What follows belongs to an exercise in optimizing a design on an open flow for small area and a short achievable clock period; a production flow would make more cautious choices.
No functional check of the RTL was part of any run shown here.

`flow/run.sh`:
```
#!/bin/bash
# synth_recipe.tcl (not shown) runs the flow's synth.tcl, then flattens the netlist and writes it again
# the make line also repeats each setting of config.mk as NAME=value (left out here)
make -C /OpenROAD-flow-scripts/flow DESIGN_CONFIG=/design/flow/config.mk WORK_HOME=/design/flow/orfs CLKGATE_MAP_FILE= SYNTH_SCRIPT=/design/flow/synth_recipe.tcl finish
```
`flow/config.mk`:
```
export PLATFORM = sky130hd
export DESIGN_NAME = matrix_mul_sa_pipe
export DESIGN_NICKNAME = matrix_mul_sa_pipe
export VERILOG_FILES = /design/flow/design.v
export SDC_FILE = /design/flow/constraint.sdc
export NUM_CORES = 4
export LEC_CHECK = 0
export CAP_MARGIN = 20
export CORE_MARGIN = 2
export CORE_UTILIZATION = 40
export SLEW_MARGIN = 20
```
`flow/constraint.sdc`:
```
create_clock -name core_clock -period 5.5 [get_ports {clk}]
set_input_delay 1.1000 -clock core_clock [delete_from_list [all_inputs] [get_ports {clk}]]
set_output_delay 1.1000 -clock core_clock [all_outputs]
set_load 0.01 [all_outputs]
```
`flow/design.v`:
```
module pe (
    input                    clk,
    input                    load,
    input  signed [7:0]      a,
    input  signed [7:0]      b,
    output reg signed [16:0] acc
);
    localparam [16:0] K3 = 17'b01000001100000000;
    wire [16:0] base = load ? K3 : acc;
    wire pp1;
    wire pp2;
    wire pp3;
    wire pp4;
    wire pp5;
    wire pp6;
    wire pp7;
    wire pp8;
    wire pp9;
    wire pp10;
    wire pp11;
    wire pp12;
    wire pp13;
    wire pp14;
    wire pp15;
    wire pp16;
    wire pp17;
    wire pp18;
    wire pp19;
    wire pp20;
    wire pp21;
    wire pp22;
    wire pp23;
    wire pp24;
    wire pp25;
    wire pp26;
    wire pp27;
    wire pp28;
    wire pp29;
    wire pp30;
    wire pp31;
    wire pp32;
    wire pp33;
    wire pp34;
    wire pp35;
    wire pp36;
    wire pp37;
    wire pp38;
    wire pp39;
    wire pp40;
    wire pp41;
    wire pp42;
    wire pp43;
    wire pp44;
    wire pp45;
    wire pp46;
    wire pp47;
    wire pp48;
    wire pp49;
    wire pp50;
    wire pp51;
    wire pp52;
    wire pp53;
    wire pp54;
    wire pp55;
    wire pp56;
    wire pp57;
    wire pp58;
    wire pp59;
    wire pp60;
    wire pp61;
    wire pp62;
    wire pp63;
    wire pp64;
    wire s65;
    wire c66;
    wire s67;
    wire c68;
    wire s69;
    wire c70;
    wire s71;
    wire c72;
    wire s73;
    wire c74;
    wire s75;
    wire c76;
    wire s77;
    wire c78;
    wire s79;
    wire c80;
    wire s81;
    wire c82;
    wire s83;
    wire c84;
    wire s85;
    wire c86;
    wire s87;
    wire c88;
    wire s89;
    wire c90;
    wire s91;
    wire c92;
    wire s93;
    wire c94;
    wire s95;
    wire c96;
    wire s97;
    wire c98;
    wire s99;
    wire c100;
    wire s101;
    wire c102;
    wire s103;
    wire c104;
    wire s105;
    wire c106;
    wire s107;
    wire c108;
    wire s109;
    wire c110;
    wire s111;
    wire c112;
    wire s113;
    wire c114;
    wire s115;
    wire c116;
    wire s117;
    wire c118;
    wire s119;
    wire c120;
    wire s121;
    wire c122;
    wire s123;
    wire c124;
    wire s125;
    wire c126;
    wire s127;
    wire c128;
    wire s129;
    wire c130;
    wire s131;
    wire c132;
    wire s133;
    wire c134;
    wire s135;
    wire c136;
    wire s137;
    wire c138;
    wire s139;
    wire c140;
    wire s141;
    wire c142;
    wire s143;
    wire c144;
    wire s145;
    wire c146;
    wire s147;
    wire c148;
    wire s149;
    wire c150;
    wire s151;
    wire c152;
    wire s153;
    wire c154;
    wire s155;
    wire c156;
    wire s157;
    wire c158;
    wire s159;
    wire c160;
    wire s161;
    wire c162;
    wire s163;
    wire c164;
    wire s165;
    wire c166;
    wire s167;
    wire c168;
    wire s169;
    wire c170;
    wire s171;
    wire c172;
    wire s173;
    wire c174;
    wire s175;
    wire c176;
    assign pp1 = (a[0] & b[0]);
    assign pp2 = (a[0] & b[1]);
    assign pp3 = (a[1] & b[0]);
    assign pp4 = (a[0] & b[2]);
    assign pp5 = (a[1] & b[1]);
    assign pp6 = (a[2] & b[0]);
    assign pp7 = (a[0] & b[3]);
    assign pp8 = (a[1] & b[2]);
    assign pp9 = (a[2] & b[1]);
    assign pp10 = (a[3] & b[0]);
    assign pp11 = (a[0] & b[4]);
    assign pp12 = (a[1] & b[3]);
    assign pp13 = (a[2] & b[2]);
    assign pp14 = (a[3] & b[1]);
    assign pp15 = (a[4] & b[0]);
    assign pp16 = (a[0] & b[5]);
    assign pp17 = (a[1] & b[4]);
    assign pp18 = (a[2] & b[3]);
    assign pp19 = (a[3] & b[2]);
    assign pp20 = (a[4] & b[1]);
    assign pp21 = (a[5] & b[0]);
    assign pp22 = (a[0] & b[6]);
    assign pp23 = (a[1] & b[5]);
    assign pp24 = (a[2] & b[4]);
    assign pp25 = (a[3] & b[3]);
    assign pp26 = (a[4] & b[2]);
    assign pp27 = (a[5] & b[1]);
    assign pp28 = (a[6] & b[0]);
    assign pp29 = ~(a[0] & b[7]);
    assign pp30 = (a[1] & b[6]);
    assign pp31 = (a[2] & b[5]);
    assign pp32 = (a[3] & b[4]);
    assign pp33 = (a[4] & b[3]);
    assign pp34 = (a[5] & b[2]);
    assign pp35 = (a[6] & b[1]);
    assign pp36 = ~(a[7] & b[0]);
    assign pp37 = ~(a[1] & b[7]);
    assign pp38 = (a[2] & b[6]);
    assign pp39 = (a[3] & b[5]);
    assign pp40 = (a[4] & b[4]);
    assign pp41 = (a[5] & b[3]);
    assign pp42 = (a[6] & b[2]);
    assign pp43 = ~(a[7] & b[1]);
    assign pp44 = ~(a[2] & b[7]);
    assign pp45 = (a[3] & b[6]);
    assign pp46 = (a[4] & b[5]);
    assign pp47 = (a[5] & b[4]);
    assign pp48 = (a[6] & b[3]);
    assign pp49 = ~(a[7] & b[2]);
    assign pp50 = ~(a[3] & b[7]);
    assign pp51 = (a[4] & b[6]);
    assign pp52 = (a[5] & b[5]);
    assign pp53 = (a[6] & b[4]);
    assign pp54 = ~(a[7] & b[3]);
    assign pp55 = ~(a[4] & b[7]);
    assign pp56 = (a[5] & b[6]);
    assign pp57 = (a[6] & b[5]);
    assign pp58 = ~(a[7] & b[4]);
    assign pp59 = ~(a[5] & b[7]);
    assign pp60 = (a[6] & b[6]);
    assign pp61 = ~(a[7] & b[5]);
    assign pp62 = ~(a[6] & b[7]);
    assign pp63 = ~(a[7] & b[6]);
    assign pp64 = (a[7] & b[7]);
    assign s65 = base[5] ^ pp16;
    assign c66 = base[5] & pp16;
    assign s67 = base[6] ^ pp22 ^ pp23;
    assign c68 = (base[6] & pp22) | (base[6] & pp23) | (pp22 & pp23);
    assign s69 = pp24 ^ pp25;
    assign c70 = pp24 & pp25;
    assign s71 = base[7] ^ pp29 ^ pp30;
    assign c72 = (base[7] & pp29) | (base[7] & pp30) | (pp29 & pp30);
    assign s73 = pp31 ^ pp32 ^ pp33;
    assign c74 = (pp31 & pp32) | (pp31 & pp33) | (pp32 & pp33);
    assign s75 = pp34 ^ pp35;
    assign c76 = pp34 & pp35;
    assign s77 = base[8] ^ pp37 ^ pp38;
    assign c78 = (base[8] & pp37) | (base[8] & pp38) | (pp37 & pp38);
    assign s79 = pp39 ^ pp40 ^ pp41;
    assign c80 = (pp39 & pp40) | (pp39 & pp41) | (pp40 & pp41);
    assign s81 = pp42 ^ pp43;
    assign c82 = pp42 & pp43;
    assign s83 = base[9] ^ pp44 ^ pp45;
    assign c84 = (base[9] & pp44) | (base[9] & pp45) | (pp44 & pp45);
    assign s85 = pp46 ^ pp47 ^ pp48;
    assign c86 = (pp46 & pp47) | (pp46 & pp48) | (pp47 & pp48);
    assign s87 = base[10] ^ pp50 ^ pp51;
    assign c88 = (base[10] & pp50) | (base[10] & pp51) | (pp50 & pp51);
    assign s89 = base[3] ^ pp7;
    assign c90 = base[3] & pp7;
    assign s91 = base[4] ^ pp11 ^ pp12;
    assign c92 = (base[4] & pp11) | (base[4] & pp12) | (pp11 & pp12);
    assign s93 = pp13 ^ pp14;
    assign c94 = pp13 & pp14;
    assign s95 = pp17 ^ pp18 ^ pp19;
    assign c96 = (pp17 & pp18) | (pp17 & pp19) | (pp18 & pp19);
    assign s97 = pp20 ^ pp21 ^ s65;
    assign c98 = (pp20 & pp21) | (pp20 & s65) | (pp21 & s65);
    assign s99 = pp26 ^ pp27 ^ pp28;
    assign c100 = (pp26 & pp27) | (pp26 & pp28) | (pp27 & pp28);
    assign s101 = s67 ^ s69 ^ c66;
    assign c102 = (s67 & s69) | (s67 & c66) | (s69 & c66);
    assign s103 = pp36 ^ s71 ^ s73;
    assign c104 = (pp36 & s71) | (pp36 & s73) | (s71 & s73);
    assign s105 = s75 ^ c68 ^ c70;
    assign c106 = (s75 & c68) | (s75 & c70) | (c68 & c70);
    assign s107 = s77 ^ s79 ^ s81;
    assign c108 = (s77 & s79) | (s77 & s81) | (s79 & s81);
    assign s109 = c72 ^ c74 ^ c76;
    assign c110 = (c72 & c74) | (c72 & c76) | (c74 & c76);
    assign s111 = pp49 ^ s83 ^ s85;
    assign c112 = (pp49 & s83) | (pp49 & s85) | (s83 & s85);
    assign s113 = c78 ^ c80 ^ c82;
    assign c114 = (c78 & c80) | (c78 & c82) | (c80 & c82);
    assign s115 = pp52 ^ pp53 ^ pp54;
    assign c116 = (pp52 & pp53) | (pp52 & pp54) | (pp53 & pp54);
    assign s117 = s87 ^ c84 ^ c86;
    assign c118 = (s87 & c84) | (s87 & c86) | (c84 & c86);
    assign s119 = base[11] ^ pp55 ^ pp56;
    assign c120 = (base[11] & pp55) | (base[11] & pp56) | (pp55 & pp56);
    assign s121 = pp57 ^ pp58 ^ c88;
    assign c122 = (pp57 & pp58) | (pp57 & c88) | (pp58 & c88);
    assign s123 = base[12] ^ pp59 ^ pp60;
    assign c124 = (base[12] & pp59) | (base[12] & pp60) | (pp59 & pp60);
    assign s125 = base[2] ^ pp4;
    assign c126 = base[2] & pp4;
    assign s127 = pp8 ^ pp9 ^ pp10;
    assign c128 = (pp8 & pp9) | (pp8 & pp10) | (pp9 & pp10);
    assign s129 = pp15 ^ s91 ^ s93;
    assign c130 = (pp15 & s91) | (pp15 & s93) | (s91 & s93);
    assign s131 = s95 ^ s97 ^ c92;
    assign c132 = (s95 & s97) | (s95 & c92) | (s97 & c92);
    assign s133 = s99 ^ s101 ^ c96;
    assign c134 = (s99 & s101) | (s99 & c96) | (s101 & c96);
    assign s135 = s103 ^ s105 ^ c100;
    assign c136 = (s103 & s105) | (s103 & c100) | (s105 & c100);
    assign s137 = s107 ^ s109 ^ c104;
    assign c138 = (s107 & s109) | (s107 & c104) | (s109 & c104);
    assign s139 = s111 ^ s113 ^ c108;
    assign c140 = (s111 & s113) | (s111 & c108) | (s113 & c108);
    assign s141 = s115 ^ s117 ^ c112;
    assign c142 = (s115 & s117) | (s115 & c112) | (s117 & c112);
    assign s143 = s119 ^ s121 ^ c116;
    assign c144 = (s119 & s121) | (s119 & c116) | (s121 & c116);
    assign s145 = pp61 ^ s123 ^ c120;
    assign c146 = (pp61 & s123) | (pp61 & c120) | (s123 & c120);
    assign s147 = base[13] ^ pp62 ^ pp63;
    assign c148 = (base[13] & pp62) | (base[13] & pp63) | (pp62 & pp63);
    assign s149 = base[1] ^ pp2;
    assign c150 = base[1] & pp2;
    assign s151 = pp5 ^ pp6 ^ s125;
    assign c152 = (pp5 & pp6) | (pp5 & s125) | (pp6 & s125);
    assign s153 = s89 ^ s127 ^ c126;
    assign c154 = (s89 & s127) | (s89 & c126) | (s127 & c126);
    assign s155 = c90 ^ s129 ^ c128;
    assign c156 = (c90 & s129) | (c90 & c128) | (s129 & c128);
    assign s157 = c94 ^ s131 ^ c130;
    assign c158 = (c94 & s131) | (c94 & c130) | (s131 & c130);
    assign s159 = c98 ^ s133 ^ c132;
    assign c160 = (c98 & s133) | (c98 & c132) | (s133 & c132);
    assign s161 = c102 ^ s135 ^ c134;
    assign c162 = (c102 & s135) | (c102 & c134) | (s135 & c134);
    assign s163 = c106 ^ s137 ^ c136;
    assign c164 = (c106 & s137) | (c106 & c136) | (s137 & c136);
    assign s165 = c110 ^ s139 ^ c138;
    assign c166 = (c110 & s139) | (c110 & c138) | (s139 & c138);
    assign s167 = c114 ^ s141 ^ c140;
    assign c168 = (c114 & s141) | (c114 & c140) | (s141 & c140);
    assign s169 = c118 ^ s143 ^ c142;
    assign c170 = (c118 & s143) | (c118 & c142) | (s143 & c142);
    assign s171 = c122 ^ s145 ^ c144;
    assign c172 = (c122 & s145) | (c122 & c144) | (s145 & c144);
    assign s173 = c124 ^ s147 ^ c146;
    assign c174 = (c124 & s147) | (c124 & c146) | (s147 & c146);
    assign s175 = base[14] ^ pp64 ^ c148;
    assign c176 = (base[14] & pp64) | (base[14] & c148) | (pp64 & c148);
    wire [16:0] r0 = {base[16], base[15], s175, s173, s171, s169, s167, s165, s163, s161, s159, s157, s155, s153, s151, pp3, base[0]};
    wire [16:0] r1 = {1'b0, c176, c174, c172, c170, c168, c166, c164, c162, c160, c158, c156, c154, c152, c150, s149, pp1};
    always @(posedge clk)
        acc <= r0 + r1;
endmodule
module matrix_mul_sa_pipe #(
    parameter DW = 8
)(
    input                    clk,
    input                    rst_n,
    input                    start,
    input  signed [DW-1:0]   x_1, x_2, x_3, y_1, y_2, y_3,
    output                   p11_v, p1221_v, p132231_v, p3223_v, p33_v,
    output signed [2*DW:0]   p_1_1, p_1_2, p_1_3, p_2_1, p_2_2, p_2_3, p_3_1, p_3_2, p_3_3
);
    reg [1:0] ph;
    reg       run;
    reg       v0, v1, v2;
    always @(posedge clk or negedge rst_n) begin
        if (!rst_n) begin
            ph  <= 2'd0;
            run <= 1'b0;
            v0  <= 1'b0;
            v1  <= 1'b0;
            v2  <= 1'b0;
        end else if (start) begin
            ph  <= ph + 2'd1;
            if (ph == 2'd3) run <= 1'b1;
            v0  <= (ph == 2'd3);
            v1  <= run && (ph == 2'd0);
            v2  <= run && (ph == 2'd1);
        end
    end
    assign p11_v     = v0;
    assign p1221_v   = v1;
    assign p132231_v = v2;
    assign p3223_v   = v2;
    assign p33_v     = v2;
    reg signed [DW-1:0] x1d1, x1d2, x1d3, x2d1, x2d2, x3d1;
    reg signed [DW-1:0] y1d1, y1d2, y1d3, y2d1, y2d2, y3d1;
    always @(posedge clk) begin
        x1d1 <= x_1; x1d2 <= x1d1; x1d3 <= x1d2;
        x2d1 <= x_2; x2d2 <= x2d1;
        x3d1 <= x_3;
        y1d1 <= y_1; y1d2 <= y1d1; y1d3 <= y1d2;
        y2d1 <= y_2; y2d2 <= y2d1;
        y3d1 <= y_3;
    end
    wire ld1 = (ph == 2'd1);
    wire ld2 = (ph == 2'd2);
    wire ld3 = (ph == 2'd3);
    pe pe_11 (.clk(clk), .load(ld1), .a(x1d1), .b(y1d1), .acc(p_1_1));
    pe pe_12 (.clk(clk), .load(ld2), .a(x1d2), .b(y2d1), .acc(p_1_2));
    pe pe_13 (.clk(clk), .load(ld3), .a(x1d3), .b(y3d1), .acc(p_1_3));
    pe pe_21 (.clk(clk), .load(ld2), .a(x2d1), .b(y1d2), .acc(p_2_1));
    pe pe_22 (.clk(clk), .load(ld3), .a(x2d2), .b(y2d2), .acc(p_2_2));
    pe pe_23 (.clk(clk), .load(ld3), .a(x2d2), .b(y3d1), .acc(p_2_3));
    pe pe_31 (.clk(clk), .load(ld3), .a(x3d1), .b(y1d3), .acc(p_3_1));
    pe pe_32 (.clk(clk), .load(ld3), .a(x3d1), .b(y2d2), .acc(p_3_2));
    pe pe_33 (.clk(clk), .load(ld3), .a(x3d1), .b(y3d1), .acc(p_3_3));
endmodule
```
==> impl_results.md, run 1 <==
* Drt wl/cell at 17.63 um
* Commonest non-fill, non-tap cells in the layout: inv_1, fa_1, nand2_1
* Std cell rows at 95
* CP startpoint kind: flop
* Worst-skew pair later-pin latency at 0.56 ns
* Critical Path End Type: flop
* Post-DP HPWL at 56.08 mm
* CTS hold repair buffers at 0
* DR iter-0 viols at 1071
* Initial antenna violation count at 5
* Die Ht at roughly 260 um
* I/O Pins at 209
* Top_reg_cell synth: dfxtp_1
* GRT Util Overall at 20.85%
* Reg2reg setup slack at 0.27 ns
* Starting Density at 40.39%
* Fmax at 0.1913 GHz
* Drt pass-1 iters at 5
* Endpoints failing setup at 0
* Worst Path Arrival at between 5 and 6 ns
* Vias per cell at about 5.1
* HP Class: flop to flop
* FF-to-FF Start: ph[0]$_DFFE_PN0P_
* Final period util at 95.05%
* Mapped Area at 0.02712 sq mm
* GR Overflow Total at 0
* FFs w/ async S/R, synth at 2.353%
* Max-Cap Viols at 0
* Clock Root Buffer: clkbuf_16
* Die width at between 200 and 300 um
* Number of flops mapped to enable cells by yosys at 0
* Global-route wire length before repair at roughly 120 mm
* H-tree depth at 2
* Vias in the first global route at 22030
* Hold_sp: x1d1[0]$_DFF_P_
* Slew headroom at 33.02%
* Register bit count reported by yosys at 255
* Hold path endpoint: x1d2[0]$_DFF_P_
* Hold Fails Final Rpt at 0
* CP max FO at 41
* Layout cells sized above 1 at 4.291%
* Routability cong. at roughly 0.9
* Core area at 0.06716 sq mm
* Nets at about 3800
* Postcts setup bufs at 0
* RSZ-0062 raised after global routing: no
* Tmin final at 5.228 ns
* Cells after Synth at 2888
* Yosys cell types at 64
* Warnings from Yosys at 2
* Worst-case reg-to-reg path depth at 14
* Post-cts sizing count at 0
* CTS tree: built
* Die area at about 0.070 sq mm
* Vias at 20280
* Fin Clk Skew at just under 0.02 ns
* Worst Hold Depth at 0
* Crit path kind: flop to flop
* Layout area overhead at 16.45%
* Sequential area share after synthesis at 18.93%
* Buffers added on ports at 208
* Status: no timing/DRC/antenna violations
* Worst Path Required at 5.93 ns
* Antenna-violating nets left at 0
* Drt total wl at between 70 and 80 mm
* Clk pin slew, worst setup/hold paths at about 0.060 ns
* Worst r2r dst: pe_13.acc[14]$_DFF_P_
* Drt drc at 0
* Max-slew violations at 0
* Pin count of the biggest net entering global routing at 41
* Commonest non-fill, non-tap cell in the layout: inv_1
* Syn nets at 3600
* Max clock buf depth at 3
* Sum Neg Setup Slack at 0 ns
* Num CTS Buffers at 36
* Clock sink total at 255
* Worst-Margin Slew at between 1 and 1.5 ns
* Syn Area/Cell at 9.392 sq um
-- synth_stat cells (all sizes together) (6+ instances only) --
| master | count | share of area (%) |
|---|---|---|
| a211oi | 21 | 0.58 |
| a21o | 56 | 1.5 |
| a21oi | 103 | 1.9 |
| a311oi | 6 | 0.22 |
| a31oi | 6 | 0.14 |
| and2 | 300 | 6.9 |
| and3 | 14 | 0.32 |
| clkbuf | 77 | 1.1 |
| dfrtp | 6 | 0.55 |
| dfxtp | 249 | 18 |
| fa | 441 | 33 |
| ha | 220 | 10 |
| inv | 452 | 6.3 |
| nand2 | 324 | 4.5 |
| nand2b | 51 | 1.2 |
| nand3 | 25 | 0.46 |
| nand4 | 15 | 0.35 |
| nor2 | 67 | 0.93 |
| nor2b | 96 | 2.2 |
| nor3 | 13 | 0.24 |
| nor4 | 6 | 0.14 |
| o211ai | 9 | 0.25 |
| o21a | 25 | 0.69 |
| o21ai | 76 | 1.4 |
| o21bai | 21 | 0.58 |
| o22ai | 7 | 0.16 |
| or2 | 20 | 0.46 |
| xnor2 | 77 | 2.5 |
| xor2 | 43 | 1.4 |
-- how the worst max path moves through the flow --
stage	start	endpoint	slack (ns)	depth (start not counted)
final	ph[0]$_DFFE_PN0P_	pe_13.acc[14]$_DFF_P_	0.27	14
after global routing	ph[0]$_DFFE_PN0P_	pe_13.acc[14]$_DFF_P_	0.01	14
after CTS	ph[0]$_DFFE_PN0P_	pe_13.acc[14]$_DFF_P_	0.30	14
after detailed placement	ph[0]$_DFFE_PN0P_	pe_13.acc[14]$_DFF_P_	0.32	14
after global placement	ph[0]$_DFFE_PN0P_	pe_32.acc[16]$_DFF_P_	0.51	14
after floorplan	ph[0]$_DFFE_PN0P_	pe_23.acc[16]$_DFF_P_	0.54	16
-- metal layers --
metal / track usage, % / wire length, um
met1: 27.54 / 30930
met2: 34.44 / 33060
met3: 4.004 / 4285
met4: 6.834 / 2169
met5: 0 / 41
-- state kept, by name (all words and copies together), names as in the netlist, 17 cells and up --
signal / flops
pe_11.acc: 17
pe_32.acc: 17
pe_21.acc: 17
pe_22.acc: 17
pe_31.acc: 17
pe_13.acc: 17
pe_23.acc: 17
pe_33.acc: 17
pe_12.acc: 17
-- cell families (layout without fill, tap and decap cells) --
group	after synthesis	after routing	synth area share, %
mux	4	4	0.1522
fa+ha+maj	661	661	42.70
xor+xnor	120	120	3.875
flops	255	255	18.93
simple gates	943	943	18.03
compound gates	373	373	8.898
other cells	0	1	0
buf+inv	532	767	7.418
-- critical path, stage by stage (launching register included) --
cell and delay (ns):
dfrtp_1 0.47, ha_4 0.56, buf_4 0.30, nand2b_1 0.15
fa_1 0.41, inv_1 0.09, fa_1 0.43, fa_1 0.52
fa_1 0.42, ha_1 0.39, a2111oi_0 0.44, o21ai_0 0.22
a21boi_0 0.35, o21ai_0 0.17, xor2_1 0.16
-- stage by stage --
stage                     util (%)  hold WS, ns  cells  worst slack (ns)  instance area, sq um
final                        47.03       0.4854   3997            0.2722                 31580
after global routing         47.03       0.5076   3996           0.01141                 31580
after CTS                    47.03       0.4932   3996            0.3018                 31580
after detailed placement     45.18       0.4827   3932            0.3245                 30340
after global placement       45.18       0.4793   3932            0.5132                 30340
after floorplan                  -       0.3975   2888            0.5385                 27120
-- cell type report --
cell class	count	area, sq um
timing repair buffer	251	2430
clock buffer	40	925.9
multi-input combinational	2101	19990
tap	873	1092
clock inverter	24	312.8
sequential	255	5135
antenna	1	2.502
inverter	452	1697
fill	6364	35570
==> run 2: changes to the inputs <==
--- a/flow/design.v
+++ b/flow/design.v
@@ -407,9 +407,13 @@
         y2d1 <= y_2; y2d2 <= y2d1;
         y3d1 <= y_3;
     end
-    wire ld1 = (ph == 2'd1);
-    wire ld2 = (ph == 2'd2);
-    wire ld3 = (ph == 2'd3);
+    wire [1:0] ph_nx = start ? ph + 2'd1 : ph;
+    reg ld1, ld2, ld3;
+    always @(posedge clk) begin
+        ld1 <= (ph_nx == 2'd1);
+        ld2 <= (ph_nx == 2'd2);
+        ld3 <= (ph_nx == 2'd3);
+    end
     pe pe_11 (.clk(clk), .load(ld1), .a(x1d1), .b(y1d1), .acc(p_1_1));
     pe pe_12 (.clk(clk), .load(ld2), .a(x1d2), .b(y2d1), .acc(p_1_2));
     pe pe_13 (.clk(clk), .load(ld3), .a(x1d3), .b(y3d1), .acc(p_1_3));
--- a/flow/config.mk
+++ b/flow/config.mk
@@ -5,6 +5,7 @@
 export SDC_FILE = /design/flow/constraint.sdc
 export NUM_CORES = 4
 export LEC_CHECK = 0
+export ABC_CLOCK_PERIOD_IN_PS = 2000
 export CAP_MARGIN = 20
 export CORE_MARGIN = 2
 export CORE_UTILIZATION = 40
==> run 2 against run 1 <==
Compared with the run above: largest cell class unchanged; sequential share of layout area increased by 0.17 points; critical endpoint is now pe_32.acc[15]$_DFF_P_; core utilization about the same; global-route usage increased by 0.31 points; critical path type unchanged; maximum frequency increased by 7.6%; final cell count increased by 0.18%; setup slack improved by 0.37 ns; die area increased by 0.41%.
==> impl_results.md, run 2 <==
* Reg2reg setup slack at 0.64 ns (was 0.27 ns)
* Sum Neg Setup Slack at 0 ns (unchanged)
* Yosys cell types at 67 (was 64)
* Final worst setup slack at 0.6406 ns (was 0.2722 ns)
* Clock Root Buffer: clkbuf_16 (unchanged)
* Crit path max-delay family: adder cells (unchanged)
* Share of the synthesized area in the top cell type at 32.41% (was 32.55%)
* Synth cell count leaders: fa_1, inv_1, nand2_1, and2_1, dfxtp_1 (was inv_1, fa_1, nand2_1, and2_1, dfxtp_1)
* Largest cells by area after synthesis: fa_1, dfxtp_1, ha_1, and2_1, inv_1 (unchanged)
* Post-DP HPWL at 57.83 mm (was 56.08 mm)
* Endpoints failing setup at 0 (unchanged)
* Worst Hold Depth at 0 (unchanged)
* Worst Path Buf+Inv at 2 (unchanged)
* Hold path endpoint: y2d2[6]$_DFF_P_ (was x1d2[0]$_DFF_P_)
* Nets at 3816 (was 3809)
* Number of flops mapped to enable cells by yosys at 0 (unchanged)
* Vias in the first global route at 21980 (was 22030)
* Layout cells sized above 1 at 4.601% (was 4.291%)
* Most used cell, CP: fa_1 (unchanged)
* Syn Area/Cell at 9.392 sq um (about the same)
* Max-Cap Viols at 0 (unchanged)
* FF-to-FF Start: x3d1[2]$_DFF_P_ (was ph[0]$_DFFE_PN0P_)
* Buffers added on ports at 208 (unchanged)
* Cells after Synth at 2900 (was 2888)
* Die area at 0.07020 sq mm (was 0.06991 sq mm)
* Worst-skew pair later-pin latency at 0.57 ns (was 0.56 ns)
* Num CTS Buffers at 36 (unchanged)
* Commonest non-fill, non-tap cells in the layout: fa_1, inv_1, nand2_1 (was inv_1, fa_1, nand2_1)
* Clock sink total at 258 (was 255)
* Worst Setup SP: x3d1[2]$_DFF_P_ (was ph[0]$_DFFE_PN0P_)
* Place WS at 0.6596 ns (was 0.3245 ns)
* Top-count cell post-synth: fa_1 (was inv_1)
* Area leader, netlist: fa_1 (unchanged)
* Drt drc at 0 (unchanged)
* Top_reg_cell synth: dfxtp_1 (unchanged)
* Worst Path Required at 6.01 ns (was 5.93 ns)
* Fmax at 0.2058 GHz (was 0.1913 GHz)
* HP Class: flop to flop (unchanged)
* Post-cts sizing count at 0 (unchanged)
* H-tree depth at 2 (unchanged)
* CTS hold repair buffers at 0 (unchanged)
* Max-slew violations at 0 (unchanged)
* Final Util at 47.04% (was 47.03%)
* Clk pin slew, worst setup/hold paths at 0.06 ns (about the same)
* Die Ht at 264.9 um (was 264.4 um)
* Commonest non-fill, non-tap cell in the layout: fa_1 (was inv_1)
* RSZ-0062 raised after global routing: no (unchanged)
* Core area at 0.06728 sq mm (was 0.06716 sq mm)
* Sequential area share after synthesis at 19.07% (was 18.93%)
* Final period util at 88.35% (was 95.05%)
* Hold_sp: y2d1[6]$_DFF_P_ (was x1d1[0]$_DFF_P_)
* Crit path kind: flop to flop (unchanged)
* Warnings from Yosys at 2 (unchanged)
* Routability cong. at 0.8946 (was 0.8778)
* Antenna-violating nets left at 0 (unchanged)
* CTS tree: built (unchanged)
* I/O Pins at 209 (unchanged)
* Slew headroom at 34.75% (was 33.02%)
* Drt total wl at 71.76 mm (was 70.48 mm)
* Critical Path End Type: flop (unchanged)
* Max clock buf depth at 3 (unchanged)
* Postcts setup bufs at 0 (unchanged)
* Critical-path top delay cell: dfxtp_1 (was ha_4)
* Worst-Margin Slew at 0.9774 ns (was 1.003 ns)
* Pin count of the biggest net entering global routing at 49 (was 41)
* CP Cell Sequence: buf_4 > buf_4 > and2_1 > ha_1 > fa_1 > fa_1 > fa_1 > ha_1 > a21o_1 > o41ai_1 > o21ai_0 > a21oi_1 > xnor2_1 (was ha_4 > buf_4 > nand2b_1 > fa_1 > inv_1 > fa_1 > fa_1 > fa_1 > ha_1 > a2111oi_0 > o21ai_0 > a21boi_0 > o21ai_0 > xor2_1)
* Drt wl/cell at 17.92 um (was 17.63 um)
* Worst-case reg-to-reg path depth at 13 (was 14)
* Register bit count reported by yosys at 258 (was 255)
* CP startpoint kind: flop (unchanged)
* Mapped Area at 0.02724 sq mm (was 0.02712 sq mm)
* GR Overflow Total at 0 (unchanged)
* Std cell rows at 95 (unchanged)
* Syn nets at 3611 (was 3600)
* DR iter-0 viols at 1027 (was 1071)
* Worst Path Arrival at 5.36 ns (was 5.65 ns)
* Tmin final at 4.859 ns (was 5.228 ns)
* Starting Density at 40.49% (was 40.39%)
* Vias per cell at 5.081 (was 5.073)
* GRT Util Overall at 21.16% (was 20.85%)
* CP max FO at 17 (was 41)
* Worst r2r dst: pe_32.acc[15]$_DFF_P_ (was pe_13.acc[14]$_DFF_P_)
* Vias at 20350 (was 20280)
* Max incr delay on CP at 0.85 ns (was 0.56 ns)
* FFs w/ async S/R, synth at 2.326% (was 2.353%)
* Status: no timing/DRC/antenna violations (unchanged)
* Die width at 264.9 um (was 264.4 um)
* Global-route wire length before repair at 118.6 mm (was 116.9 mm)
* Drt pass-1 iters at 5 (unchanged)
* Initial antenna violation count at 0 (was 5)
* Fin Clk Skew at 0.02269 ns (was 0.01965 ns)
* Layout area overhead at 16.18% (was 16.45%)
* Hold Fails Final Rpt at 0 (unchanged)
-- run 2: changes by cell type after synthesis, sizes merged, moves of 5 or more --
| cell | delta |
|---|---|
| a2111oi | +8 |
| a211oi | +9 |
| a21o | -19 |
| a31oi | +5 |
| clkbuf | +7 |
| inv | -18 |
| nand2 | +17 |
| nor3 | +10 |
| nor4 | -5 |
| o211ai | +6 |
| or2 | +10 |
-- run 2: worst max-delay path by stage --
stage / to / cells past startpoint
final: pe_32.acc[15]$_DFF_P_ / 13
after global routing: pe_32.acc[15]$_DFF_P_ / 13
after CTS: pe_32.acc[15]$_DFF_P_ / 13
after detailed placement: pe_32.acc[15]$_DFF_P_ / 13
after global placement: pe_32.acc[15]$_DFF_P_ / 15
after floorplan: pe_31.acc[15]$_DFF_P_ / 18
-- run 2: cell families (layout without fill, tap and decap cells) --
group | after synthesis | in the layout | synth area share, %
buffers and inverters | 521 | 751 | 7.207
DFF | 258 | 258 | 19.07
xor gates and xnor gates | 117 | 117 | 3.762
other | 0 | 1 | 0
and+or+nand+nor | 972 | 972 | 18.47
adders and majority gates | 660 | 660 | 42.47
muxes | 2 | 2 | 0.07809
AOI/OAI and AO/OA | 370 | 370 | 8.939
-- run 2: routing by layer --
| layer | part of all wire, % | global-route usage [%] | vias to the layer above |
|---|---|---|---|
| met2 | 49 | 35.92 | 461 |
| met4 | 2.9 | 6.413 | 0 |
| met1 | 44 | 27.95 | 10240 |
| li1 | - | - | 9535 |
| met5 | 0 | 0 | - |
| met3 | 4.4 | 3.103 | 112 |
-- run 2: metrics by stage --
stage	hold slack, ns	instances	instance area (sq um)
CTS	0.4848	4003	31640
global placement	0.4613	3940	30430
finish	0.4832	4004	31650
detailed placement	0.4808	3940	30430
floorplan	0.3290	2900	27240
global route	0.5119	4003	31640
-- run 2: cell type report --
| class | instances | area, sq um |
|---|---|---|
| multi-input cells | 2121 | 20080 |
| diodes | 1 | 2.502 |
| clock inverters | 11 | 185.2 |
| clock buffers | 52 | 1031 |
| flip-flops and latches | 258 | 5199 |
| well taps | 873 | 1092 |
| repair buffers | 254 | 2427 |
| inverters | 434 | 1629 |
| fillers | 6366 | 35630 |
==> run 3: changes to the inputs <==
--- a/flow/config.mk
+++ b/flow/config.mk
@@ -5,7 +5,6 @@
 export SDC_FILE = /design/flow/constraint.sdc
 export NUM_CORES = 4
 export LEC_CHECK = 0
-export ABC_CLOCK_PERIOD_IN_PS = 2000
 export CAP_MARGIN = 20
 export CORE_MARGIN = 2
 export CORE_UTILIZATION = 40
==> run 3 against run 2 <==
Compared with the run above: still clean; sequential share of layout area stayed put; hold slack did not move; die area stayed put; largest cell class unchanged.
==> impl_results.md, run 3 <==
* GR Overflow Total at 0 (unchanged)
* Std cell rows at 95 (unchanged)
* CP max FO at 17 (unchanged)
* Fin Clk Skew at 0.02269 ns (unchanged)
* Yosys cell types at 67 (unchanged)
* Hold Fails Final Rpt at 0 (unchanged)
* Sequential area share after synthesis at 19.07% (unchanged)
* Fmax at 0.2058 GHz (unchanged)
* Worst r2r dst: pe_32.acc[15]$_DFF_P_ (unchanged)
* CTS hold repair buffers at 0 (unchanged)
* RSZ-0062 raised after global routing: no (unchanged)
* Max clock buf depth at 3 (unchanged)
* Worst-case reg-to-reg path depth at 13 (unchanged)
* Endpoints failing setup at 0 (unchanged)
* Top_reg_cell synth: dfxtp_1 (unchanged)
* Share of the synthesized area in the top cell type at 32.41% (unchanged)
* Top-count cell post-synth: fa_1 (unchanged)
* Postcts setup bufs at 0 (unchanged)
* Sum Neg Setup Slack at 0 ns (unchanged)
* Die area at 0.07020 sq mm (unchanged)
* Status: no timing/DRC/antenna violations (unchanged)
* I/O Pins at 209 (unchanged)
* Final period util at 88.35% (unchanged)
* Fillers at 6366 (unchanged)
* GRT Util Overall at 21.16% (unchanged)
* Layout cells sized above 1 at 4.601% (unchanged)
* FFs w/ async S/R, synth at 2.326% (unchanged)
* Global-route wire length before repair at 118.6 mm (unchanged)
* Commonest non-fill, non-tap cells in the layout: fa_1, inv_1, nand2_1 (unchanged)
* DR iter-0 viols at 1027 (unchanged)
* Largest cells by area after synthesis: fa_1, dfxtp_1, ha_1, and2_1, inv_1 (unchanged)
* Worst-skew pair later-pin latency at 0.57 ns (about the same)
* CTS tree: built (unchanged)
* Clock sink total at 258 (unchanged)
* Mapped Area at 0.02724 sq mm (unchanged)
* Worst Path Arrival at 5.36 ns (about the same)
* Worst Hold Depth at 0 (unchanged)
* FF-to-FF Start: x3d1[2]$_DFF_P_ (unchanged)
* Buffers added on ports at 208 (unchanged)
* Hold_sp: y2d1[6]$_DFF_P_ (unchanged)
* CP startpoint kind: flop (unchanged)
* Drt total wl at 71.76 mm (unchanged)
* Tmin final at 4.859 ns (unchanged)
* Antenna-violating nets left at 0 (unchanged)
* Die width at 264.9 um (unchanged)
* Drt drc at 0 (unchanged)
* Syn Area/Cell at 9.392 sq um (unchanged)
* Routability cong. at 0.8946 (unchanged)
* Cells after Synth at 2900 (unchanged)
* Slew headroom at 34.75% (unchanged)
* Post-DP HPWL at 57.83 mm (unchanged)
* Pin count of the biggest net entering global routing at 49 (unchanged)
* Drt wl/cell at 17.92 um (unchanged)
* Clk pin slew, worst setup/hold paths at 0.06 ns (about the same)
* Register bit count reported by yosys at 258 (unchanged)
* Final worst setup slack at 0.6406 ns (unchanged)
* Number of flops mapped to enable cells by yosys at 0 (unchanged)
* Warnings from Yosys at 2 (unchanged)
* Die Ht at 264.9 um (unchanged)
* Starting Density at 40.49% (unchanged)
* Vias per cell at 5.081 (unchanged)
* Hold path endpoint: y2d2[6]$_DFF_P_ (unchanged)
* Syn nets at 3611 (unchanged)
* Layout area overhead at 16.18% (unchanged)
* Worst Path Required at 6.01 ns (about the same)
* HP Class: flop to flop (unchanged)
* Max-slew violations at 0 (unchanged)
* Reg2reg setup slack at 0.64 ns (about the same)
* Crit path kind: flop to flop (unchanged)
* H-tree depth at 2 (unchanged)
* Drt pass-1 iters at 5 (unchanged)
* Synth cell count leaders: fa_1, inv_1, nand2_1, and2_1, dfxtp_1 (unchanged)
* Clock Root Buffer: clkbuf_16 (unchanged)
* Nets at 3816 (unchanged)
* Vias in the first global route at 21980 (unchanged)
* Initial antenna violation count at 0 (unchanged)
* Worst-Margin Slew at 0.9774 ns (unchanged)
* Core area at 0.06728 sq mm (unchanged)
* Num CTS Buffers at 36 (unchanged)
* Place WS at 0.6596 ns (unchanged)
* Commonest non-fill, non-tap cell in the layout: fa_1 (unchanged)
* Worst Setup SP: x3d1[2]$_DFF_P_ (unchanged)
* Area leader, netlist: fa_1 (unchanged)
* Vias at 20350 (unchanged)
* Critical Path End Type: flop (unchanged)
* Post-cts sizing count at 0 (unchanged)
* Max-Cap Viols at 0 (unchanged)
run 3: cells by family after synthesis:
kind of cell               count (synthesis)  share of synthesized area (%)
DFF                                      258                          19.07
and+or+nand+nor                          972                          18.47
buffers and inverters                    521                          7.207
AOI/OAI and AO/OA                        370                          8.939
adders and majority gates                660                          42.47
xor gates and xnor gates                 117                          3.762
muxes                                      2                        0.07809
run 3: final cells by class:
cell class                 instances  area [sq um]  share of cell area (%)
timing repair buffer             254          2427                   7.670
clock buffer                      52          1031                   3.258
sequential                       258          5199                   16.43
clock inverter                    11         185.2                  0.5852
tap                              873          1092                   3.452
inverter                         434          1629                   5.148
antenna                            1         2.502                0.007908
multi-input combinational       2121         20080                   63.45
run 3: metrics by stage:
step / hold WS (ns) / util [%] / instance area, sq um / instances
floorplan: 0.3290 / - / 27240 / 2900
global placement: 0.4613 / 45.23 / 30430 / 3940
detailed placement: 0.4808 / 45.23 / 30430 / 3940
CTS: 0.4848 / 47.03 / 31640 / 4003
global route: 0.5119 / 47.03 / 31640 / 4003
finish: 0.4832 / 47.04 / 31650 / 4004
run 3: worst max-delay path by stage:
stage                            end  slack (ns)  depth (start not counted)
2_1_floorplan  pe_31.acc[15]$_DFF_P_        0.94                         18
3_3_place_gp   pe_32.acc[15]$_DFF_P_        0.72                         15
3_5_place_dp   pe_32.acc[15]$_DFF_P_        0.66                         13
4_1_cts        pe_32.acc[15]$_DFF_P_        0.68                         13
5_1_grt        pe_32.acc[15]$_DFF_P_        0.29                         13
6_report       pe_32.acc[15]$_DFF_P_        0.64                         13
run 3: metal layers:
metal	wire length (um)	track usage (%)
met1	31520	27.95
met2	34990	35.92
met3	3185	3.103
met4	2061	6.413
met5	0	0
run 3: worst max-delay path, cell delays in order (launching register included):
cell     delay, ns
dfxtp_1       0.85
buf_4         0.25
buf_4         0.12
and2_1        0.12
ha_1          0.24
fa_1          0.50
fa_1          0.55
fa_1          0.43
ha_1          0.39
a21o_1        0.22
o41ai_1       0.59
o21ai_0       0.20
a21oi_1       0.21
xnor2_1       0.13
==> run 4: changes to the inputs <==
--- a/flow/config.mk
+++ b/flow/config.mk
@@ -8,4 +8,6 @@
 export CAP_MARGIN = 20
 export CORE_MARGIN = 2
 export CORE_UTILIZATION = 40
+export SETUP_SLACK_MARGIN = 2.0
 export SLEW_MARGIN = 20
+export TNS_END_PERCENT = 100
==> run 4 against run 3 <==
Compared with the run above: register-to-register slack better by 0.56 ns; still clean; largest cell class unchanged; flip-flop and latch count unchanged; hold slack worse by 0.058 ns; die area unchanged; clock skew up 0.0065 ns; final area up 14%; global-route usage up 1.5 points; setup slack better by 0.56 ns; critical path depth up 2; synthesized area unchanged.
==> impl_results.md, run 4 <==
* Std cell rows at 95 (unchanged)
* Area leader, netlist: fa_1 (unchanged)
* Commonest non-fill, non-tap cells in the layout: fa_1, inv_1, nand2_1 (unchanged)
* GR Overflow Total at 0 (unchanged)
* H-tree depth at 2 (unchanged)
* Initial antenna violation count at 1 (was 0)
* Crit path kind: flop to flop (unchanged)
* Post-Synth XOR/XNOR Area at 3.762% (unchanged)
* Fillers at 5868 (was 6366)
* Post-DP HPWL at 57.61 mm (was 57.83 mm)
* Sum Neg Setup Slack at 0 ns (unchanged)
* Yosys cell types at 67 (unchanged)
* Clock sink total at 258 (unchanged)
* Clk pin slew, worst setup/hold paths at 0.06 ns (about the same)
* Share of the synthesized area in the top cell type at 32.41% (unchanged)
* Vias per cell at 5.160 (was 5.081)
* Antenna-violating nets left at 0 (unchanged)
* Endpoints failing setup at 0 (unchanged)
* Hold Fails Final Rpt at 0 (unchanged)
* Worst-skew pair later-pin latency at 0.59 ns (was 0.57 ns)
* Die area at 0.07020 sq mm (unchanged)
* Max clock buf depth at 3 (unchanged)
* Top_reg_cell synth: dfxtp_1 (unchanged)
* Drt wl/cell at 18.93 um (was 17.92 um)
* Cells after Synth at 2900 (unchanged)
* Final period util at 78.25% (was 88.35%)
* GRT Util Overall at 22.66% (was 21.16%)
* Slew headroom at 52.07% (was 34.75%)
* Worst-Margin Slew at 0.7008 ns (was 0.9774 ns)
* Nets at 3989 (was 3816)
* Mapped Area at 0.02724 sq mm (unchanged)
* CTS tree: built (unchanged)
* Worst Path Arrival at 4.81 ns (was 5.36 ns)
* Drt pass-1 iters at 5 (unchanged)
* DR iter-0 viols at 1110 (was 1027)
* Max-slew violations at 0 (unchanged)
* Adder-cell share of the synthesized area at 42.47% (unchanged)
* Routability cong. at 0.8686 (was 0.8946)
* Largest family of logic cells by synthesized area: adder cells (unchanged)
* Multi-input logic area at 0.02259 sq mm (was 0.02008 sq mm)
* # diodes at 0 (was 1)
* RSZ-0062 raised after global routing: yes (was no)
* Post-Place Cells at 3927 (was 3940)
* Layout Cells excl Fill at 4176 (was 4004)
* CP max FO at 7 (was 17)
* Global-route wire length before repair at 126.4 mm (was 118.6 mm)
* Clock Root Buffer: clkbuf_16 (unchanged)
* Syn Area/Cell at 9.392 sq um (unchanged)
* Post-synthesis mux area share at 0.07809% (unchanged)
* Largest cells by area after synthesis: fa_1, dfxtp_1, ha_1, and2_1, inv_1 (unchanged)
* I/O Pins at 209 (unchanged)
* Vias at 21550 (was 20350)
* Vias in the first global route at 23510 (was 21980)
* Buffers added on ports at 208 (unchanged)
* Simple-gate share of the synthesized area at 18.47% (unchanged)
* Sequential area share after synthesis at 19.07% (unchanged)
* Layout area overhead at 32.38% (was 16.18%)
* Layout cells sized above 1 at 22.56% (was 4.601%)
* Compound-Gate Fraction of Synth Area at 8.939% (unchanged)
* Status: no timing/DRC/antenna violations (unchanged)
* Max-Cap Viols at 0 (unchanged)
* CP startpoint kind: flop (unchanged)
* Pin count of the biggest net entering global routing at 28 (was 49)
* HP Class: flop to flop (unchanged)
* Die Ht at 264.9 um (unchanged)
* Warnings from Yosys at 2 (unchanged)
* Critical Path End Type: flop (unchanged)
* Drt total wl at 79.05 mm (was 71.76 mm)
* Die width at 264.9 um (unchanged)
* Fmax at 0.2324 GHz (was 0.2058 GHz)
* Worst Path Required at 6.00 ns (was 6.01 ns)
* Syn nets at 3611 (unchanged)
* FFs w/ async S/R, synth at 2.326% (unchanged)
* Drt drc at 0 (unchanged)
* Tmin final at 4.304 ns (was 4.859 ns)
* Num CTS Buffers at 36 (unchanged)
* Register bit count reported by yosys at 258 (unchanged)
* Top-count cell post-synth: fa_1 (unchanged)
* Register Area at 0.005368 sq mm (was 0.005199 sq mm)
* Fin Clk Skew at 0.02917 ns (was 0.02269 ns)
* Number of flops mapped to enable cells by yosys at 0 (unchanged)
* Synth cell count leaders: fa_1, inv_1, nand2_1, and2_1, dfxtp_1 (unchanged)
* Core area at 0.06728 sq mm (unchanged)
* Starting Density at 40.49% (unchanged)
* Commonest non-fill, non-tap cell in the layout: fa_1 (unchanged)
run 4: cell counts after synthesis:
Identical to the previous run, type by type.
run 4: cells by family after synthesis:
logic type                 count (synthesis)
xor gates and xnor gates                 117
and+or+nand+nor                          972
DFF                                      258
muxes                                      2
buffers and inverters                    521
adders and majority gates                660
AOI/OAI and AO/OA                        370
run 4: layout make-up:
cell class | count | area share, %
well taps | 873 | 3.029
multi-input cells | 2121 | 62.66
clock inverters | 15 | 0.4789
inverters | 434 | 4.532
flip-flops and latches | 258 | 14.89
repair buffers | 427 | 11.59
clock buffers | 48 | 2.821
run 4: path summary, 6_finish.rpt:
check,from,to,slack (ns),cells past startpoint
worst max-delay path,ld3$_DFF_P_,pe_32.acc[15]$_DFF_P_,1.20,15
worst min-delay path,x1d1[0]$_DFF_P_,x1d2[0]$_DFF_P_,0.43,0
worst max register to register,ld3$_DFF_P_,pe_32.acc[15]$_DFF_P_,1.20,15
worst min register to register,x1d1[0]$_DFF_P_,x1d2[0]$_DFF_P_,0.43,0
max in group asynchronous,rst_n,v0$_DFFE_PN0P_,4.53,1
min in group asynchronous,rst_n,ph[1]$_DFF_PN0_,0.76,1
run 4: layer usage:
| metal | global-route usage, % | part of all wire, % | vias up |
|---|---|---|---|
| met2 | 39.64 | 50 | 528 |
| met1 | 27.94 | 41 | 10960 |
| met3 | 4.552 | 5.8 | 147 |
| met4 | 7.421 | 3.3 | 2 |
| li1 | - | - | 9912 |
| met5 | 0 | 0.014 | - |
run 4: worst max-delay path, stage by stage (launching register included):
cell	delay, ns
dfxtp_4	0.37
buf_12	0.15
buf_12	0.14
buf_12	0.12
or2_4	0.25
fa_1	0.46
fa_2	0.55
fa_2	0.44
fa_2	0.56
ha_4	0.22
a21oi_4	0.22
a21boi_2	0.10
o22ai_1	0.22
o21ai_1	0.12
a21oi_2	0.17
xnor2_1	0.12
run 4: stage by stage:
step	util (%)	worst slack (ns)	instance area, sq um	hold slack [ns]
6_report	53.59	1.196	36060	0.4251
5_1_grt	53.59	1.084	36060	0.4338
4_1_cts	51.98	1.226	34970	0.4293
3_5_place_dp	46.33	0.6857	31170	0.4896
3_3_place_gp	46.33	0.6937	31170	0.4617
2_1_floorplan	-	1.243	28280	0.3290
run 4: repair_timing:
action / 4_1_cts / 5_1_grt
cloned: 1 / 1
endpoints found under the setup margin: 108 / 104
pin swaps: 254 / 180
buffers inserted: 137 / 47
hold buffers: 0 / 0
resized for setup: 373 / 153
==> run 5: changes to the inputs <==
--- a/flow/config.mk
+++ b/flow/config.mk
@@ -8,6 +8,6 @@
 export CAP_MARGIN = 20
 export CORE_MARGIN = 2
 export CORE_UTILIZATION = 40
-export SETUP_SLACK_MARGIN = 2.0
+export SETUP_SLACK_MARGIN = 3.0
 export SLEW_MARGIN = 20
 export TNS_END_PERCENT = 100
==> run 5 against run 4 <==
Compared with the run above: maximum frequency fell by 0.30%; synthesized cell count did not move; largest cell class unchanged; sequential share of layout area rose by 0.27 points; critical endpoint is now pe_33.acc[16]$_DFF_P_; die area did not move.
==> impl_results.md, run 5 <==
* Commonest non-fill, non-tap cell in the layout: fa_1 (unchanged)
* FF-to-FF Start: y3d1[7]$_DFF_P_ (was ld3$_DFF_P_)
* Synth cell count leaders: fa_1, inv_1, nand2_1, and2_1, dfxtp_1 (unchanged)
* Adder-cell share of the synthesized area at 42.47% (unchanged)
* Top_reg_cell synth: dfxtp_1 (unchanged)
* Hold_sp: x2d1[3]$_DFF_P_ (was x1d1[0]$_DFF_P_)
* Fillers at 5989 (was 5868)
* Layout cells sized above 1 at 23.95% (was 22.56%)
* Post-DP HPWL at 58.09 mm (was 57.61 mm)
* Drt drc at 0 (unchanged)
* Crit path kind: flop to flop (unchanged)
* Register bit count reported by yosys at 258 (unchanged)
* Vias at 21220 (was 21550)
* Sum Neg Setup Slack at 0 ns (unchanged)
* Share of the synthesized area in the top cell type at 32.41% (unchanged)
* Largest cells by area after synthesis: fa_1, dfxtp_1, ha_1, and2_1, inv_1 (unchanged)
* Initial antenna violation count at 2 (was 1)
* Worst Setup EP: pe_33.acc[16]$_DFF_P_ (was pe_32.acc[15]$_DFF_P_)
* Post-synthesis mux area share at 0.07809% (unchanged)
* CTS tree: built (unchanged)
* Max-slew violations at 0 (unchanged)
* Worst Path Required at 5.98 ns (was 6.00 ns)
* Warnings from Yosys at 2 (unchanged)
* Worst Setup SP: y3d1[7]$_DFF_P_ (was ld3$_DFF_P_)
* Core area at 0.06728 sq mm (unchanged)
* Antenna-violating nets left at 0 (unchanged)
* Die area at 0.07020 sq mm (unchanged)
* Reg2reg setup slack at 1.18 ns (was 1.20 ns)
* Critical-path top delay cell: fa_1 (was fa_2)
* Clk pin slew, worst setup/hold paths at 0.06 ns (about the same)
* Clock Root Buffer: clkbuf_16 (unchanged)
* Simple-gate share of the synthesized area at 18.47% (unchanged)
* Max clock buf depth at 3 (unchanged)
* GR Overflow Total at 0 (unchanged)
* CP startpoint kind: flop (unchanged)
* Endpoints failing setup at 0 (unchanged)
* Number of flops mapped to enable cells by yosys at 0 (unchanged)
* # diodes at 0 (unchanged)
* Worst-Margin Slew at 0.5313 ns (was 0.7008 ns)
* Buffers added on ports at 208 (unchanged)
* CTS hold repair buffers at 0 (unchanged)
* Final period util at 78.48% (was 78.25%)
* GRT Util Overall at 22.16% (was 22.66%)
* Fin Clk Skew at 0.03374 ns (was 0.02917 ns)
* Mapped Area at 0.02724 sq mm (unchanged)
* HP Class: flop to flop (unchanged)
* DR iter-0 viols at 916 (was 1110)
* Syn nets at 3611 (unchanged)
* Worst-skew pair later-pin latency at 0.58 ns (was 0.59 ns)
* Commonest non-fill, non-tap cells in the layout: fa_1, inv_1, nand2_1 (unchanged)
* Sequential area share after synthesis at 19.07% (unchanged)
* Most used cell, CP: fa_1
* Drt total wl at 78.72 mm (was 79.05 mm)
* Max-Cap Viols at 0 (unchanged)
* WP depth at 15 (unchanged)
* Vias per cell at 5.102 (was 5.160)
* Global-route wire length before repair at 123.7 mm (was 126.4 mm)
* Largest family of logic cells by synthesized area: adder cells (unchanged)
* Die Ht at 264.9 um (unchanged)
* Fmax at 0.2317 GHz (was 0.2324 GHz)
* Pin count of the biggest net entering global routing at 27 (was 28)
* Die width at 264.9 um (unchanged)
* Std cell rows at 95 (unchanged)
* Worst Path Arrival at 4.80 ns (was 4.81 ns)
* Compound-Gate Fraction of Synth Area at 8.939% (unchanged)
* I/O Pins at 209 (unchanged)
* Top-count cell post-synth: fa_1 (unchanged)
* Starting Density at 40.49% (unchanged)
* Layout area overhead at 31.93% (was 32.38%)
* Drt wl/cell at 18.93 um (about the same)
* Routability cong. at 0.8854 (was 0.8686)
* Hold Fails Final Rpt at 0 (unchanged)
* Worst Path Buf+Inv at 3 (unchanged)
* Post-Synth XOR/XNOR Area at 3.762% (unchanged)
* Cells after Synth at 2900 (unchanged)
* Yosys cell types at 67 (unchanged)
* Tmin final at 4.317 ns (was 4.304 ns)
* Status: no timing/DRC/antenna violations (unchanged)
* Area leader, netlist: fa_1 (unchanged)
* Clock sink total at 258 (unchanged)
* Worst r2r dst: pe_33.acc[16]$_DFF_P_ (was pe_32.acc[15]$_DFF_P_)
* Slew headroom at 63.66% (was 52.07%)
* Critical Path End Type: flop (unchanged)
* CP Cell Sequence: buf_4 > nand2_1 > fa_1 > inv_1 > fa_1 > inv_1 > fa_1 > fa_1 > ha_2 > and4_1 > nand2_1 > nor2_1 > a2111oi_4 > or4_1 > o21ai_1 (was buf_12 > buf_12 > buf_12 > or2_4 > fa_1 > fa_2 > fa_2 > fa_2 > ha_4 > a21oi_4 > a21boi_2 > o22ai_1 > o21ai_1 > a21oi_2 > xnor2_1)
* RSZ-0062 raised after global routing: yes (unchanged)
* Worst-case reg-to-reg path depth at 15 (unchanged)
* Crit path max-delay family: adder cells (unchanged)
* Max incr delay on CP at 0.52 ns (was 0.56 ns)
* Vias in the first global route at 23130 (was 23510)
* CP max FO at 9 (was 7)
* H-tree depth at 2 (unchanged)
* Nets at 3973 (was 3989)
* Syn Area/Cell at 9.392 sq um (unchanged)
* FFs w/ async S/R, synth at 2.326% (unchanged)
* Drt pass-1 iters at 5 (unchanged)
* Num CTS Buffers at 35 (was 36)
==> run 5: cell counts after synthesis <==
Identical to the previous run, type by type.
==> run 5: what timing repair did <==
action / 4_1_cts / 5_1_grt
pin swaps: 127 / 178
gates cloned: 0 / 2
endpoints found under the setup margin: 289 / 126
buffers inserted: 83 / 84
resized for setup: 453 / 260
==> run 5: worst min-delay path by stage <==
stage,end,cells past startpoint
2_1_floorplan,y2d2[7]$_DFF_P_,0
3_3_place_gp,y2d2[3]$_DFF_P_,0
3_5_place_dp,y2d2[3]$_DFF_P_,0
4_1_cts,y2d2[3]$_DFF_P_,0
5_1_grt,y2d2[5]$_DFF_P_,0
6_report,x2d2[3]$_DFF_P_,0
==> run 5: layer usage <==
metal	GRT usage [%]	vias up	part of all wire [%]
met3	3.846	118	5.5
met2	38.77	465	50
li1	-	9868	-
met4	6.230	0	2.9
met5	0	-	0
met1	28.09	10770	42
==> run 5: layout make-up <==
type                    instances  area [sq um]  share of cell area, %
clock buffers                  49         968.4                  2.695
clock inverters                12         165.2                 0.4596
inverters                     434          1629                  4.533
multi-input cells            2121         22800                  63.44
flip-flops and latches        258          5448                  15.16
well taps                     873          1092                  3.040
repair buffers                412          3835                  10.67
==> run 5: logic make-up after synthesis <==
| kind of cell | after synthesis |
|---|---|
| buffers and inverters | 521 |
| flip-flops | 258 |
| AO/OA/AOI/OAI | 370 |
| XOR/XNOR | 117 |
| adder cells (fa/ha/maj) | 660 |
| AND/OR/NAND/NOR | 972 |
| multiplexers | 2 |
==> run 5: metrics by stage <==
step	util [%]	instances	area (sq um)	hold WS [ns]	setup slack, ns
finish	53.41	4159	35930	0.4273	1.183
global route	53.41	4159	35930	0.4331	1.026
CTS	50.66	4073	34080	0.4254	1.214
detailed placement	46.86	3929	31530	0.4847	0.7521
global placement	46.86	3929	31530	0.4538	0.8338
floorplan	-	2900	28650	0.3290	1.243
==> run 6: changes to the inputs <==
--- a/flow/config.mk
+++ b/flow/config.mk
@@ -8,6 +8,5 @@
 export CAP_MARGIN = 20
 export CORE_MARGIN = 2
 export CORE_UTILIZATION = 40
-export SETUP_SLACK_MARGIN = 3.0
+export CTS_BUF_LIST = sky130_fd_sc_hd__clkbuf_4
 export SLEW_MARGIN = 20
-export TNS_END_PERCENT = 100
==> run 6 against run 5 <==
Compared with the run above: clock skew rose by 0.038 ns; critical path type unchanged; first-iteration DRC count rose by 15%; hold slack improved by 0.036 ns; maximum frequency fell by 11%; final cell count fell by 1.9%; setup slack got worse by 0.55 ns; via count fell by 2.9%; clock-buffer cell count rose by 61; die area did not move; still clean; sequential share of layout area rose by 1.4 points.
==> impl_results.md, run 6 <==
* Tmin final at 4.862 ns (was 4.317 ns)
* Final Util at 46.68% (was 53.41%)
* Initial antenna violation count at 2 (unchanged)
* Post-Place Cells at 3940 (was 3929)
* Vias in the first global route at 22420 (was 23130)
* Multi-input logic area at 0.02008 sq mm (was 0.02280 sq mm)
* Synth cell count leaders: fa_1, inv_1, nand2_1, and2_1, dfxtp_1 (unchanged)
* Fin Clk Skew at 0.07150 ns (was 0.03374 ns)
* Antenna-violating nets left at 0 (unchanged)
* Top-count cell post-synth: fa_1 (unchanged)
* Layout area overhead at 15.29% (was 31.93%)
* Slew headroom at 33.06% (was 63.66%)
* CTS hold repair buffers at 0 (unchanged)
* Routability cong. at 0.8946 (was 0.8854)
* Largest cells by area after synthesis: fa_1, dfxtp_1, ha_1, and2_1, inv_1 (unchanged)
* Vias at 20610 (was 21220)
* Num CTS Buffers at 80 (was 35)
* Layout cells sized above 1 at 6.642% (was 23.95%)
* Fillers at 6461 (was 5989)
* Share of the synthesized area in the top cell type at 32.41% (unchanged)
* Max-Cap Viols at 0 (unchanged)
* Clk pin slew, worst setup/hold paths at 0.07 ns (was 0.06 ns)
* DR iter-0 viols at 1049 (was 916)
* Area leader, netlist: fa_1 (unchanged)
* Drt pass-1 iters at 5 (unchanged)
* Commonest non-fill, non-tap cell in the layout: fa_1 (unchanged)
* Hold Fails Final Rpt at 0 (unchanged)
* Nets at 3860 (was 3973)
* Layout Cells excl Fill at 4082 (was 4159)
* I/O Pins at 209 (unchanged)
* HP Class: flop to flop (unchanged)
* Die Ht at 264.9 um (unchanged)
* Core area at 0.06728 sq mm (unchanged)
* Warnings from Yosys at 2 (unchanged)
* Max clock buf depth at 3 (unchanged)
* Mapped Area at 0.02724 sq mm (unchanged)
* Drt wl/cell at 17.70 um (was 18.93 um)
* Crit path kind: flop to flop (unchanged)
* Clock sink total at 258 (unchanged)
* Global-route wire length before repair at 119.5 mm (was 123.7 mm)
* Critical Path End Type: flop (unchanged)
* Yosys cell types at 67 (unchanged)
* CTS tree: built (unchanged)
* CP max FO at 17 (was 9)
* Commonest non-fill, non-tap cells in the layout: fa_1, inv_1, nand2_1 (unchanged)
* Post-cts sizing count at 0 (was 453)
* Status: no timing/DRC/antenna violations (unchanged)
* Register Area at 0.005199 sq mm (was 0.005448 sq mm)
* Die width at 264.9 um (unchanged)
* Cells after Synth at 2900 (unchanged)
* Clock Root Buffer: clkbuf_4 (was clkbuf_16)
* Post-DP HPWL at 57.83 mm (was 58.09 mm)
* Starting Density at 40.49% (unchanged)
* Worst-skew pair later-pin latency at 0.87 ns (was 0.58 ns)
* GR Overflow Total at 0 (unchanged)
* RSZ-0062 raised after global routing: no (was yes)
* Max-slew violations at 0 (unchanged)
* Postcts setup bufs at 0 (was 83)
* Worst-Margin Slew at 1.003 ns (was 0.5313 ns)
* Std cell rows at 95 (unchanged)
* Worst Path Required at 6.30 ns (was 5.98 ns)
* Worst Hold Depth at 0 (unchanged)
* Sequential area share after synthesis at 19.07% (unchanged)
* Endpoints failing setup at 0 (unchanged)
* Drt drc at 0 (unchanged)
* CP startpoint kind: flop (unchanged)
* Register bit count reported by yosys at 258 (unchanged)
* Number of flops mapped to enable cells by yosys at 0 (unchanged)
* H-tree depth at 3 (was 2)
* Vias per cell at 5.049 (was 5.102)
* Syn Area/Cell at 9.392 sq um (unchanged)
* Sum Neg Setup Slack at 0 ns (unchanged)
* Syn nets at 3611 (unchanged)
* Worst Path Arrival at 5.66 ns (was 4.80 ns)
* Worst-case reg-to-reg path depth at 13 (was 15)
* GRT Util Overall at 21.41% (was 22.16%)
* Buffers added on ports at 208 (unchanged)
* Top_reg_cell synth: dfxtp_1 (unchanged)
* FFs w/ async S/R, synth at 2.326% (unchanged)
* Final period util at 88.41% (was 78.48%)
* Die area at 0.07020 sq mm (unchanged)
* Pin count of the biggest net entering global routing at 49 (was 27)
* Drt total wl at 72.27 mm (was 78.72 mm)
* Fmax at 0.2057 GHz (was 0.2317 GHz)
## run 6: changes by cell type in the layout (fill, tap and decap cells not counted), sizes merged
cell           before  now
dlygate4sd2       158    0
diode               0    2
bufinv              3    0
clkinvlp            0    5
clkdlybuf4s50      50  208
clkbuf             51  110
clkinv              9   25
buf               202   46
## run 6: final timing paths
| check | start | endpoint | slack, ns |
|---|---|---|---|
| worst max register to register | x3d1[2]$_DFF_P_ | pe_32.acc[15]$_DFF_P_ | 0.64 |
| worst min-delay path | y2d1[6]$_DFF_P_ | y2d2[6]$_DFF_P_ | 0.46 |
| max in group asynchronous | rst_n | ph[0]$_DFF_PN0_ | 4.75 |
| worst min register to register | y2d1[6]$_DFF_P_ | y2d2[6]$_DFF_P_ | 0.46 |
| min in group asynchronous | rst_n | v0$_DFFE_PN0P_ | 0.52 |
| worst max-delay path | x3d1[2]$_DFF_P_ | pe_32.acc[15]$_DFF_P_ | 0.64 |
## run 6: cell families (layout without fill, tap and decap cells)
logic type               Yosys count  count (layout)  share of synthesized area, %
flip-flops                       258             258                         19.07
AND/OR/NAND/NOR                  972             972                         18.47
AO/OA/AOI/OAI                    370             370                         8.939
buffers and inverters            521             828                         7.207
XOR/XNOR                         117             117                         3.762
other                              0               2                             0
adder cells (fa/ha/maj)          660             660                         42.47
multiplexers                       2               2                       0.07809
## run 6: routing by layer
| layer | up-vias | global-route usage, % | wire length, um |
|---|---|---|---|
| li1 | 9649 | - | - |
| met1 | 10310 | 27.67 | 31300 |
| met2 | 509 | 36.06 | 35220 |
| met3 | 142 | 3.614 | 3546 |
| met4 | 0 | 7.864 | 2198 |
| met5 | - | 0 | 0 |
## run 6: per-stage QoR
step	hold slack, ns	setup slack, ns	instance area, sq um
2_1_floorplan	0.3290	0.9367	27240
6_report	0.4637	0.6376	31400
3_3_place_gp	0.4613	0.7173	30430
5_1_grt	0.4621	0.2907	31400
3_5_place_dp	0.4808	0.6596	30430
4_1_cts	0.4082	0.6671	31400
## run 6: area by class of cell
class,count,share of cell area (%)
clock buffer,110,2.630
tap,873,3.478
multi-input combinational,2121,63.94
clock inverter,30,0.4622
timing repair buffer,254,7.730
sequential,258,16.56
inverter,434,5.188
antenna,2,0.01594
## run 6: worst max-delay path, stage by stage, from the launching register on
cell     delay (ns)
dfxtp_1        0.86
buf_4          0.25
buf_4          0.12
and2_1         0.12
ha_1           0.24
fa_1           0.50
fa_1           0.55
fa_1           0.43
ha_1           0.39
a21o_1         0.22
o41ai_1        0.58
o21ai_0        0.20
a21oi_1        0.21
xnor2_1        0.13

==> port drivers added, routing unchanged <==
The flow's constraints put no driver on any port. The routed layouts listed below were extracted and timed again, unchanged, in two steps. Step 1 assumes that a clkbuf_16 drives the clock port and a buf_2 every other input. Step 2 also shifts input and output timing later by t, the mid clock arrival at the registers, as if the neighbouring blocks saw the same clock. Three values: no drivers, after step 1, after step 2; two values: the first two.
run	t, ns	setup WS [ns]	worst setup path at the end	worst data-port slew with drivers (ns)
run 1	0.611	0.272 / 0.272 / 0.272	register to register	0.08
run 2	0.623	0.641 / 0.641 / 0.641	register to register	0.07
run 3	0.623	0.641 / 0.641 / 0.641	register to register	0.07
run 4	0.633	1.196 / 1.196 / 1.196	register to register	0.04
run 5	0.623	1.183 / 1.183 / 1.183	register to register	0.06
run 6	0.893	0.638 / 0.638 / 0.638	register to register	0.07
After both steps every run listed still meets setup and hold.
